From an optimization exercise on the open Yosys and OpenROAD flow, aimed at small area, a short achievable clock period and few clock cycles; shortcuts taken in it are not production practice. RTL that was checked went through simulation tests only; none was proved equivalent to the original. No activity file was given, so power comes from the tool's default toggle rates.

Setup of exp/willow:
==> flow/design.v (excerpt) <==
module int_calc(clk, rst, start, A, B, done, int_add, int_sub, int_mul, int_div, int_mod, addCo, addCy, subCo, subCy);
Size in the first run: ~1400 cells after synthesis, about 300 I/O pins, about 0.014 mm² of cells after synthesis.
Settings: LEC_CHECK=0, CAP_MARGIN=20, CORE_MARGIN=2, CORE_UTILIZATION=40, SETUP_SLACK_MARGIN=1.5, SLEW_MARGIN=20; clock period 21.0 ns.
standard.sh (not shown) runs the stock make flow with config.mk's settings and CLKGATE_MAP_FILE= SYNTH_SCRIPT=/design/flow/synth_recipe.tcl, a recipe that flattens the netlist after the stock synthesis.
==> flow/flow/run.sh <==
#!/bin/bash
# Standard synthesis, then the ORFS layout with these changes: ports are
# buffered with buf_1 cells, timing repair aims at a larger setup slack
# margin, and the settings in params.sh (the clock period and all
# constraints are unchanged).
set -euo pipefail
W=$(pwd)
MARGIN=15.5
EXTRA=()
source flow/params.sh
bash standard.sh synth > synth.log 2>&1
make -C "$FLOW_HOME" DESIGN_CONFIG="$FLOW_CONFIG" WORK_HOME="$W/orfs" CLKGATE_MAP_FILE= \
  SYNTH_SCRIPT="$W/synth_recipe.tcl" CAP_MARGIN=20 CORE_MARGIN=2 CORE_UTILIZATION=40 \
  SETUP_SLACK_MARGIN=$MARGIN SLEW_MARGIN=20 \
  BUFFER_PORTS_ARGS="-buffer_cell sky130_fd_sc_hd__buf_1" "${EXTRA[@]}" finish > layout.log 2>&1
R="$W/orfs/results/$FLOW_PLATFORM/int_calc/base"
: # left out here: write the final layout as DEF
==> flow/flow/params.sh <==
MARGIN=15.65
EXTRA=( CORE_UTILIZATION=65 GPL_TIMING_DRIVEN=1 CTS_ARGS=-sink_clustering_enable\ -repair_clock_nets\ -sink_clustering_size\ 25\ -sink_clustering_max_diameter\ 60\ -dont_use_dummy_load )
Both conditions hold for exp/willow: the flow ran to the end and the final layout passed the timing, DRC and antenna checks.
Testbench counts of exp/willow, summed over its fixed seeds: cycles 54,408.
## Diff of input files: exp/raven against exp/willow
==> flow/flow/params.sh <==
MARGIN=15.8
EXTRA=( CORE_UTILIZATION=65 CTS_CLUSTER_SIZE=25 CTS_CLUSTER_DIAMETER=60 )
--- outcome ---
Delta(worst setup slack, exp/raven - exp/willow) > 0. Higher count of clock-buffer cells in the layout among exp/willow and exp/raven: exp/raven. Looking at measured slew at the worst slew-check pin, exp/raven sits above exp/willow. Relative to exp/willow, exp/raven degrades wire length. Power share of the combinational group in exp/raven is 3.5 points higher than in exp/willow. Looking at the reports, exp/raven completed the entire flow and the layout it produced met the timing, DRC and antenna checks. Between exp/willow and exp/raven, power share of the sequential group is lower for exp/raven, exp/willow comes in above that. Between exp/willow and exp/raven, the post-layout utilization of the core is higher for exp/raven. exp/raven vs exp/willow: clock power share up. In exp/raven relative to exp/willow, first-pass GRT wire length had gone up by more than 10%.
## Diff of input files: exp/tundra against exp/raven
--- a/flow/flow/params.sh
+++ b/flow/flow/params.sh
@@ -1 +1 @@
-MARGIN=15.8
+MARGIN=15.65
Findings:
Diff exp/tundra and exp/raven: count of antenna diodes in the layout higher in exp/raven
Relative to exp/raven, maximum fanout encountered on the critical timing path has increased by 4 in exp/tundra.
Total area of sequential cells of exp/tundra falls short of that of exp/raven by a few percent.
The design area in exp/tundra was lower than what exp/raven gave.
exp/tundra vs exp/raven: area growth from synthesis to layout down
exp/tundra — total number of vias about 14% lower, exp/raven as reference
exp/raven → exp/tundra: count of fill cells added during filler insertion picked up an extra 51%; count of mapped cells out of synthesis neither gained nor lost much.
Re worst slew margin relative to its limit: exp/tundra is 14 points up on exp/raven.
Comparing exp/tundra against exp/raven, there is no change at all in count of clock-buffer cells in the layout.
Input changes introduced in exp/cedar (baseline for comparison: exp/tundra):
==> flow/flow/params.sh <==
MARGIN=15.65
EXTRA=( CORE_UTILIZATION=75 CTS_ARGS=-sink_clustering_enable\ -repair_clock_nets\ -sink_clustering_size\ 25\ -sink_clustering_max_diameter\ 60\ -dont_use_dummy_load )
### Flow results
In the metrics for exp/tundra and exp/cedar, the one carrying the higher data arrival time of the critical path is exp/cedar.
Relative contribution of combinational cells to total power: exp/cedar higher than exp/tundra
Die area | exp/cedar < exp/tundra
exp/cedar vs exp/tundra, endpoint of the most critical setup path: int_mod[31] vs int_mod[28]

========
== oak ==
int_calc, a different RTL version from the one above (not shown whole).
For scale: roughly 1400 cells after synthesis, roughly 240 flip-flops, roughly 14000 µm² of cells after synthesis.
export LEC_CHECK = 0
export CAP_MARGIN = 20
export CORE_MARGIN = 2
export CORE_UTILIZATION = 40
export SETUP_SLACK_MARGIN = 1.5
export SLEW_MARGIN = 20
create_clock -name core_clock -period 21.0 [get_ports {clk}]
==> flow/flow/params.sh <==
MARGIN=15.6
EXTRA=( CORE_UTILIZATION=75 CTS_ARGS=-sink_clustering_enable\ -repair_clock_nets\ -sink_clustering_size\ 25\ -sink_clustering_max_diameter\ 60\ -dont_use_dummy_load )
Scripts as last shown in full above: flow/flow/run.sh
Testbench counts of oak, summed over its fixed seeds: cycles 54,408.
Input changes introduced in pine (baseline for comparison: oak):
==> flow/flow/params.sh <==
MARGIN=15.65
EXTRA=( CORE_UTILIZATION=75 PLACE_DENSITY=0.85 CTS_ARGS=-sink_clustering_enable\ -repair_clock_nets\ -sink_clustering_size\ 25\ -sink_clustering_max_diameter\ 60\ -dont_use_dummy_load )
==> summary.txt <==
The higher power per standard cell area of pine and oak is in oak. Summary of pine over oak: total power went down 1.5%, via total after detailed routing went down about 1.4%, area overhead of the layout relative to synthesis went up 0.25 points, total routed wire length on the met1 layer went down 1.2 mm, final critical-path required period went down 0.045 ns. The global-route met2 utilization number comes out lower for pine vs oak.
Here is what was changed in the inputs of birch compared with pine.
==> flow/flow/params.sh <==
MARGIN=15.65
EXTRA=( CORE_UTILIZATION=75 CTS_ARGS=-sink_clustering_enable\ -repair_clock_nets\ -sink_clustering_size\ 20\ -sink_clustering_max_diameter\ 50\ -dont_use_dummy_load\ -root_buf\ sky130_fd_sc_hd__clkbuf_16\ -buf_list\ sky130_fd_sc_hd__clkbuf_8\ sky130_fd_sc_hd__clkbuf_16 )
Results
For birch, the flow was terminated by a tool error in 4_1_cts and produced no final design. Re fraction of registers with async set/reset: no difference whatsoever between pine and birch. Diff pine..birch | count of mapped cells out of synthesis | unchanged. As far as starting utilization of the core area goes, birch and pine are indistinguishable; the numbers are identical. Per the comparison of birch with pine, row count closely matched the old numbers; area after detailed placement closely matched the old numbers; mean cell area of the mapped netlist closely matched the old numbers. birch -> pine: post-synth design cell area delta 0, exact match.
Inputs modified between birch and maple:
==> flow/flow/params.sh <==
MARGIN=15.65
EXTRA=( CORE_UTILIZATION=75 CTS_ARGS=-sink_clustering_enable\ -repair_clock_nets\ -sink_clustering_size\ 20\ -sink_clustering_max_diameter\ 50\ -dont_use_dummy_load\ -root_buf\ sky130_fd_sc_hd__clkbuf_16\ -buf_list\ \{sky130_fd_sc_hd__clkbuf_8\ sky130_fd_sc_hd__clkbuf_16\} )
--- outcome ---
- The final layout from maple, which completed every stage, passed the timing, DRC and antenna checks at the end of the flow.
- maple and birch ended up with roughly the same placed instance area.
- Delta (maple minus birch): number of rows in the core area held steady, number of nets in the synthesized netlist held steady, distinct cell type count of the synthesized netlist held steady.
- As far as global placement routability congestion goes, birch and maple are indistinguishable; the numbers are identical.
- maple -> birch: post-synthesis instance area delta 0, exact match
- Xor/xnor share of the synthesized area: maple vs birch identical
- Area fraction in compound gates after synthesis came out exactly the same in maple and birch.
### maple -> cedar
==> flow/flow/params.sh <==
MARGIN=15.65
EXTRA=( CORE_UTILIZATION=75 CTS_ARGS=-sink_clustering_enable\ -repair_clock_nets\ -sink_clustering_size\ 25\ -sink_clustering_max_diameter\ 60\ -dont_use_dummy_load )
Findings:
Final period utilization across cedar and maple: no real change.
On setup slack: between cedar and maple, it ends up higher for cedar.
Taking maple as the reference, in cedar post-detailed-routing wire length fell by 2.1%, total design power fell by 3.8%.
Summary of cedar over maple: final cell count shows a reduction of 8, count of TritonRoute iterations in the first routing pass shows a reduction of 3, pin count of the biggest net entering global routing shows no meaningful change, area of all placed cells without fillers shows a reduction of 1.4%.

========
Another version of the RTL of int_calc (not shown whole).
Size in the first run: ~1,500 cells after synthesis, about 0.015 sq mm of cells after synthesis.
clock: 21.0 ns
lec_check: 0
cap_margin: 20
core_margin: 2
core_utilization: 40
setup_slack_margin: 1.5
slew_margin: 20
==> flow/flow/params.sh <==
MARGIN=15.5
EXTRA=( CORE_UTILIZATION=75 )
Scripts as last shown in full above: flow/flow/run.sh
The first run completed without violations.
Edit:
==> flow/flow/params.sh (replaced) <==
MARGIN=16.0
EXTRA=( )
Effect: Hold slack improves by 0.014 ns. Clock-buffer cell count went up by 3. Total power goes up by roughly a tenth. Clock power is higher by roughly a tenth. First-iteration DRC count drops by well over a third. Combinational power is higher by about a fifth. Final cell count rises by about a fifth. Die area rises by well over a third.
Edit:
==> flow/flow/run.sh (replaced) <==
#!/bin/bash
# Standard synthesis, then the ORFS layout with two changes: ports are
# buffered with buf_1 cells, and timing repair aims at a larger setup slack
# margin (the clock period and all constraints are unchanged).
set -euo pipefail
W=$(pwd)
MARGIN=${MARGIN:-1.5}
bash standard.sh synth > synth.log 2>&1
make -C "$FLOW_HOME" DESIGN_CONFIG="$FLOW_CONFIG" WORK_HOME="$W/orfs" CLKGATE_MAP_FILE= \
  SYNTH_SCRIPT="$W/synth_recipe.tcl" CAP_MARGIN=20 CORE_MARGIN=2 CORE_UTILIZATION=40 \
  SETUP_SLACK_MARGIN=$MARGIN SLEW_MARGIN=20 \
  BUFFER_PORTS_ARGS="-buffer_cell sky130_fd_sc_hd__buf_1" finish > layout.log 2>&1
R="$W/orfs/results/$FLOW_PLATFORM/int_calc/base"
: # left out here: write the final layout as DEF
removed: flow/flow/params.sh
=> The changed run completed with no timing, DRC or antenna violations; final area goes down by roughly a tenth; core utilization drops by 7.6 points; routed wire length shrinks by a little under a tenth; count of clock-buffer cells in the layout stays the same; sequential power barely changes; maximum frequency came out lower by a little under a tenth; non-clock buffer count falls by 117; setup slack loses 0.47 ns.
Edit:
--- a/flow/flow/run.sh
+++ b/flow/flow/run.sh
@@ -5,5 +5,5 @@
 set -euo pipefail
 W=$(pwd)
-MARGIN=${MARGIN:-1.5}
+MARGIN=${MARGIN:-15.5}
 bash standard.sh synth > synth.log 2>&1
 make -C "$FLOW_HOME" DESIGN_CONFIG="$FLOW_CONFIG" WORK_HOME="$W/orfs" CLKGATE_MAP_FILE= \
After rerunning: The changed run finished with timing, DRC and antenna clean. Wire length climbs slightly. Total power climbs slightly. Via count climbs slightly. Setup slack improves by 0.37 ns.
Edit:
==> flow/flow/run.sh (replaced) <==
#!/bin/bash
# Standard synthesis, then the ORFS layout with these changes: ports are
# buffered with buf_1 cells, timing repair aims at a larger setup slack
# margin, and the settings in params.sh (the clock period and all
# constraints are unchanged).
set -euo pipefail
W=$(pwd)
MARGIN=15.5
EXTRA=()
source flow/params.sh
bash standard.sh synth > synth.log 2>&1
make -C "$FLOW_HOME" DESIGN_CONFIG="$FLOW_CONFIG" WORK_HOME="$W/orfs" CLKGATE_MAP_FILE= \
  SYNTH_SCRIPT="$W/synth_recipe.tcl" CAP_MARGIN=20 CORE_MARGIN=2 CORE_UTILIZATION=40 \
  SETUP_SLACK_MARGIN=$MARGIN SLEW_MARGIN=20 \
  BUFFER_PORTS_ARGS="-buffer_cell sky130_fd_sc_hd__buf_1" "${EXTRA[@]}" finish > layout.log 2>&1
R="$W/orfs/results/$FLOW_PLATFORM/int_calc/base"
: # left out here: write the final layout as DEF
==> flow/flow/params.sh (new file) <==
MARGIN=15.5
EXTRA=( CORE_UTILIZATION=65 CTS_CLUSTER_SIZE=25 CTS_CLUSTER_DIAMETER=60 )
After rerunning:
- setup slack gets better by 0.0043 ns
- wire length came out lower by about 9%
- first-iteration DRC count came out higher by about 40%
- sequential cell count does not change
- core utilization came out higher by 28 points
- fmax is about the same
- area after synthesis is unchanged
- cell count came out lower by 9.2%
- synthesized cell count stays the same
No run of this note included a check of the RTL's function; only the layout flow was run.

========
Setup of job 5813:
The RTL this note starts from:
==> flow/design.v <==
module pfx_add(a, b, ci, s, co);
   parameter W = 32;
   parameter T = 1;
   input  [W-1:0] a, b;
   input          ci;
   output [W-1:0] s;
   output         co;
   reg [W-1:0] p, g, pp, gg;
   reg [W:0]   c;
   integer i, j;
   always @(*) begin
      p = a ^ b;
      g = a & b;
      g[0] = g[0] | (p[0] & ci);
      pp = p;
      gg = g;
      if (T == 0) begin
         for (i = 1; i < W; i = i + 1)
            gg[i] = g[i] | (p[i] & gg[i-1]);
      end else if (T == 1) begin
         for (i = 0; i < 7; i = i + 1)
            for (j = 2 * (1 << i) - 1; j < W; j = j + 2 * (1 << i)) begin
               gg[j] = gg[j] | (pp[j] & gg[j - (1 << i)]);
               pp[j] = pp[j] & pp[j - (1 << i)];
            end
         for (i = 6; i >= 0; i = i - 1)
            for (j = 3 * (1 << i) - 1; j < W; j = j + 2 * (1 << i)) begin
               gg[j] = gg[j] | (pp[j] & gg[j - (1 << i)]);
               pp[j] = pp[j] & pp[j - (1 << i)];
            end
      end else if (T == 2) begin
         for (i = 0; i < 7; i = i + 1)
            for (j = 0; j < W; j = j + 1)
               if ((j >> i) % 2 == 1) begin
                  gg[j] = gg[j] | (pp[j] & gg[((j >> i) << i) - 1]);
                  pp[j] = pp[j] & pp[((j >> i) << i) - 1];
               end
      end else begin
         for (i = 0; i < 7; i = i + 1)
            for (j = W - 1; j >= (1 << i); j = j - 1) begin
               gg[j] = gg[j] | (pp[j] & gg[j - (1 << i)]);
               pp[j] = pp[j] & pp[j - (1 << i)];
            end
      end
      c = {gg, ci};
   end
   assign s  = p ^ c[W-1:0];
   assign co = c[W];
endmodule
module int_calc(clk, rst, start, A, B, done, int_add, int_sub, int_mul, int_div, int_mod, addCo, addCy, subCo, subCy);
   input clk;
   input rst;
   input start;
   input [63:0] A;
   input [31:0] B;
   output done;
   output [31:0] int_add;
   output [31:0] int_sub;
   output [63:0] int_mul;
   output [31:0] int_div;
   output [31:0] int_mod;
   output addCo;
   output addCy;
   output subCo;
   output subCy;
   localparam TD = 1;           
   localparam TM = 1;           
   reg [31:0] b_r;              
   reg [63:0] p_r;              
   reg        one_x, two_x;     
   reg [31:0] r_r;              
   reg [31:0] q_r;              
   reg [31:0] sum_r;            
   reg [31:0] dif_r;            
   reg        add_c, sub_c;     
   reg        add_v, sub_v;     
   reg [3:0]  cnt;
   reg        busy;
   reg        done_r;
   wire       fin = busy & (cnt == 4'd15);    
   assign done    = done_r;
   assign int_mul = p_r;
   assign int_div = q_r;
   assign int_mod = r_r;
   assign int_add = sum_r;
   assign int_sub = dif_r;
   assign addCo   = add_c;
   assign addCy   = add_v;
   assign subCo   = sub_c;
   assign subCy   = sub_v;
   wire [1:0] sa = p_r[1:0];                   
   wire [1:0] sb = b_r[{cnt, 1'b0} +: 2];      
   wire       ac1 = (sa[0] & sb[0]) | (sa[0] & add_c) | (sb[0] & add_c);
   wire       ac2 = (sa[1] & sb[1]) | (sa[1] & ac1) | (sb[1] & ac1);
   wire [1:0] as = {sa[1] ^ sb[1] ^ ac1, sa[0] ^ sb[0] ^ add_c};
   wire       sc1 = (sa[0] & ~sb[0]) | (sa[0] & sub_c) | (~sb[0] & sub_c);
   wire       sc2 = (sa[1] & ~sb[1]) | (sa[1] & sc1) | (~sb[1] & sc1);
   wire [1:0] ds = {sa[1] ^ ~sb[1] ^ sc1, sa[0] ^ ~sb[0] ^ sub_c};
   wire [33:0] m_ext = {{2{b_r[31]}}, b_r};
   wire        neg = p_r[1];
   wire [33:0] pp = (({34{one_x}} & m_ext) | ({34{two_x}} & {m_ext[32:0], 1'b0})) ^ {34{neg}};
   wire [33:0] mt;
   wire        mco_unused;
   pfx_add #(.W(34), .T(TM)) u_mul(.a({{2{p_r[63]}}, p_r[63:32]}), .b(pp), .ci(neg), .s(mt), .co(mco_unused));
   wire [63:0] p_next = {mt, p_r[31:2]};
   wire [33:0] R = {r_r, q_r[31:30]};
   wire [33:0] s1;              
   wire        c1;              
   pfx_add #(.W(34), .T(TD)) u_d1(.a(R), .b(~{2'b00, b_r}), .ci(1'b1), .s(s1), .co(c1));
   wire [32:0] s2;              
   wire        c2;              
   pfx_add #(.W(33), .T(TD)) u_d2(.a(R[33:1]), .b(~{1'b0, b_r}), .ci(1'b1), .s(s2), .co(c2));
   wire [35:0] x3 = {2'b00, R};
   wire [35:0] y3 = ~{4'b0000, b_r};
   wire [35:0] z3 = ~{3'b000, b_r, 1'b0};
   wire [35:0] cs_s = x3 ^ y3 ^ z3;
   wire [35:0] cs_c = (x3 & y3) | (x3 & z3) | (y3 & z3);
   wire [35:0] s3;              
   wire        co3_unused;
   pfx_add #(.W(36), .T(TD)) u_d3(.a(cs_s), .b({cs_c[34:0], 1'b1}), .ci(1'b1), .s(s3), .co(co3_unused));
   wire        c3 = ~s3[35];    
   wire        sel0 = ~c1;
   wire        sel1 = c1 & ~c2;
   wire        sel2 = c2 & ~c3;
   wire        sel3 = c3;
   wire [31:0] r_n = ({32{sel0}} & R[31:0]) | ({32{sel1}} & s1[31:0]) |
                     ({32{sel2}} & {s2[30:0], R[0]}) | ({32{sel3}} & s3[31:0]);
   wire [31:0] q_n = {q_r[29:0], c2, sel1 | sel3};
   always @(posedge clk) begin
      if (!busy) begin
         b_r  <= B;
         p_r  <= {32'd0, A[31:0]};
         one_x <= A[0];
         two_x <= A[1] & ~A[0];
         r_r  <= A[63:32];
         q_r  <= A[31:0];
      end else begin
         p_r  <= p_next;
         one_x <= p_r[2] ^ p_r[1];
         two_x <= (p_r[3] ^ p_r[1]) & ~(p_r[2] ^ p_r[1]);
         r_r  <= r_n;
         q_r  <= q_n;
      end
      sum_r <= {as, sum_r[31:2]};
      dif_r <= {ds, dif_r[31:2]};
      add_c <= busy ? ac2 : 1'b0;
      sub_c <= busy ? sc2 : 1'b1;
      add_v <= ac1 ^ ac2;
      sub_v <= sc1 ^ sc2;
      if (rst) begin
         busy   <= 1'b0;
         done_r <= 1'b0;
         cnt    <= 4'd0;
      end else begin
         busy   <= start | (busy & ~fin);
         done_r <= fin;
         cnt    <= busy ? cnt + 4'd1 : 4'd0;
      end
   end
endmodule  
export LEC_CHECK = 0
export CAP_MARGIN = 20
export CORE_MARGIN = 2
export CORE_UTILIZATION = 40
export SETUP_SLACK_MARGIN = 1.5
export SLEW_MARGIN = 20
create_clock -name core_clock -period 21.0 [get_ports {clk}]
==> flow/flow/run.sh <==
#!/bin/bash
# Standard synthesis, then the ORFS layout with these changes: ports are
# buffered with buf_1 cells, timing repair aims at a larger setup slack
# margin, and the settings in params.sh (the clock period and all
# constraints are unchanged).
set -euo pipefail
W=$(pwd)
MARGIN=15.5
EXTRA=()
source flow/params.sh
bash standard.sh synth > synth.log 2>&1
make -C "$FLOW_HOME" DESIGN_CONFIG="$FLOW_CONFIG" WORK_HOME="$W/orfs" CLKGATE_MAP_FILE= \
  SYNTH_SCRIPT="$W/synth_recipe.tcl" CAP_MARGIN=20 CORE_MARGIN=2 CORE_UTILIZATION=40 \
  SETUP_SLACK_MARGIN=$MARGIN SLEW_MARGIN=20 \
  BUFFER_PORTS_ARGS="-buffer_cell sky130_fd_sc_hd__buf_1" "${EXTRA[@]}" finish > layout.log 2>&1
R="$W/orfs/results/$FLOW_PLATFORM/int_calc/base"
: # left out here: write the final layout as DEF
==> flow/flow/params.sh <==
MARGIN=15.65
EXTRA=( CORE_UTILIZATION=85 CTS_ARGS=-sink_clustering_enable\ -repair_clock_nets\ -sink_clustering_size\ 25\ -sink_clustering_max_diameter\ 60\ -dont_use_dummy_load )
Stage in which a tool error killed job 5813: 5_1_grt.
Testbench counts of job 5813, summed over its fixed seeds: cycles 54,408.
Changes in job 3917 relative to job 5813:
==> flow/flow/params.sh <==
MARGIN=15.65
EXTRA=( CORE_UTILIZATION=75 CAP_MARGIN=5 SLEW_MARGIN=5 CTS_ARGS=-sink_clustering_enable\ -repair_clock_nets\ -sink_clustering_size\ 25\ -sink_clustering_max_diameter\ 60\ -dont_use_dummy_load )
Findings:
In the flow results for job 5813 and job 3917, the final weighted congestion in routability-driven placement is larger on job 5813. Share of the synthesized area in compound gates (AO/OA/AOI/OAI) came out exactly the same in job 5813 and job 3917. The final layout from job 3917, which completed every stage, passed the timing, DRC and antenna checks at the end of the flow. Worst slack after detailed placement: job 3917 higher than job 5813. Comparing job 5813 and job 3917, number of placed instances with taps included is lower on job 5813. Job 3917 vs job 5813 — number of resized instances in the post-cts repair step dropped 2.
Input-level comparison between job 2348 and job 3917:
==> flow/flow/params.sh <==
MARGIN=15.65
EXTRA=( CORE_UTILIZATION=65 CTS_ARGS=-sink_clustering_enable\ -repair_clock_nets\ -sink_clustering_size\ 25\ -sink_clustering_max_diameter\ 60\ -dont_use_dummy_load )
Notes after the runs:
Compared job 2348 vs job 3917, and transition at the pin with the smallest max-transition slack is down in job 2348.
In the route summary, job 2348 ends up with a via count below that of job 3917.
Going from job 3917 to job 2348, the clock group total power was found to have gone up by 8.2%.
Of job 2348 and job 3917, job 3917 shows the lower horizontal extent of the die, with job 2348 above it.
Critical path depth came out exactly the same in job 2348 and job 3917.
The total met3 wirelength after detailed routing of job 2348 is lower than that of job 3917.
Comparing job 2348 against job 3917, there is no change at all in number of hold violations in the final report.
Cell area: job 2348 and job 3917 compared, lower one is job 3917
What job 8333 does differently from job 2348 at the input level:
==> flow/flow/params.sh <==
MARGIN=15.5
EXTRA=( CORE_UTILIZATION=65 CTS_CLUSTER_SIZE=25 CTS_CLUSTER_DIAMETER=60 )
Job 2348 → job 8333: post-cts repair resize count lower, count of fill cells added during filler insertion -about 2.1%.
Global-route wire length before repair was lower in the run labelled job 2348.
Going from job 2348 to job 8333, number of antenna violations at the first check in global routing went down by 1, H-tree depth reported by CTS comparable, final period demand of the worst path has increased.
Looking at area added between synthesis and finish, job 8333 sits 1.3 points above job 2348.
Job 8333 vs job 2348, measured slew at the worst slew-check pin went up by 0.037 ns.
Job 8333 vs job 2348: final setup slack of the worst path down

afterwards: timing with drivers on the ports:
How much do the figures lean on ideal ports? The routed layouts below were timed once more, with nothing changed but the port constraints. Step 1: set_driving_cell puts a clkbuf_16 on clk and a buf_2 on each other input, an assumption about the parent block. Step 2 adds t to the input delays and takes it off the output delays; t is the mean of the earliest and latest rising clock arrival at the registers after step 1. Input paths then give back, and output paths get back, about the clock's delay inside the block. a / b / c = no drivers / after step 1 / after step 2; a / b = the first two.
run	t, ns	setup slack, ns	worst slew at a driven data input, ns
exp/willow	0.545	15.666 / 15.617 / 16.162	0.09
exp/raven	0.585	15.675 / 15.626 / 15.994	0.09
exp/tundra	0.567	15.692 / 15.642 / 16.197	0.08
exp/cedar	0.536	15.671 / 15.622 / 16.158	0.13
oak	0.542	15.600 / 15.550 / 16.092	0.06
pine	0.532	15.645 / 15.602 / 16.053	0.09
maple	0.577	15.657 / 15.607 / 16.096	0.06
cedar	0.542	15.668 / 15.617 / 16.093	0.06
the first run of note 3	0.571	15.551 / 15.507 / 15.844	0.06
the second run of note 3	0.633	15.652 / 15.594 / 16.209	0.09
the third run of note 3	0.631	15.182 / 15.122 / 15.683	0.10
the fourth run of note 3	0.631	15.549 / 15.489 / 15.991	0.09
the fifth run of note 3	0.558	15.553 / 15.505 / 15.926	0.08
job 3917	0.536	15.670 / 15.620 / 16.156	0.13
job 2348	0.545	15.666 / 15.617 / 16.162	0.09
job 8333	0.567	15.549 / 15.499 / 16.066	0.08
After both steps setup and hold are still met in every run listed.
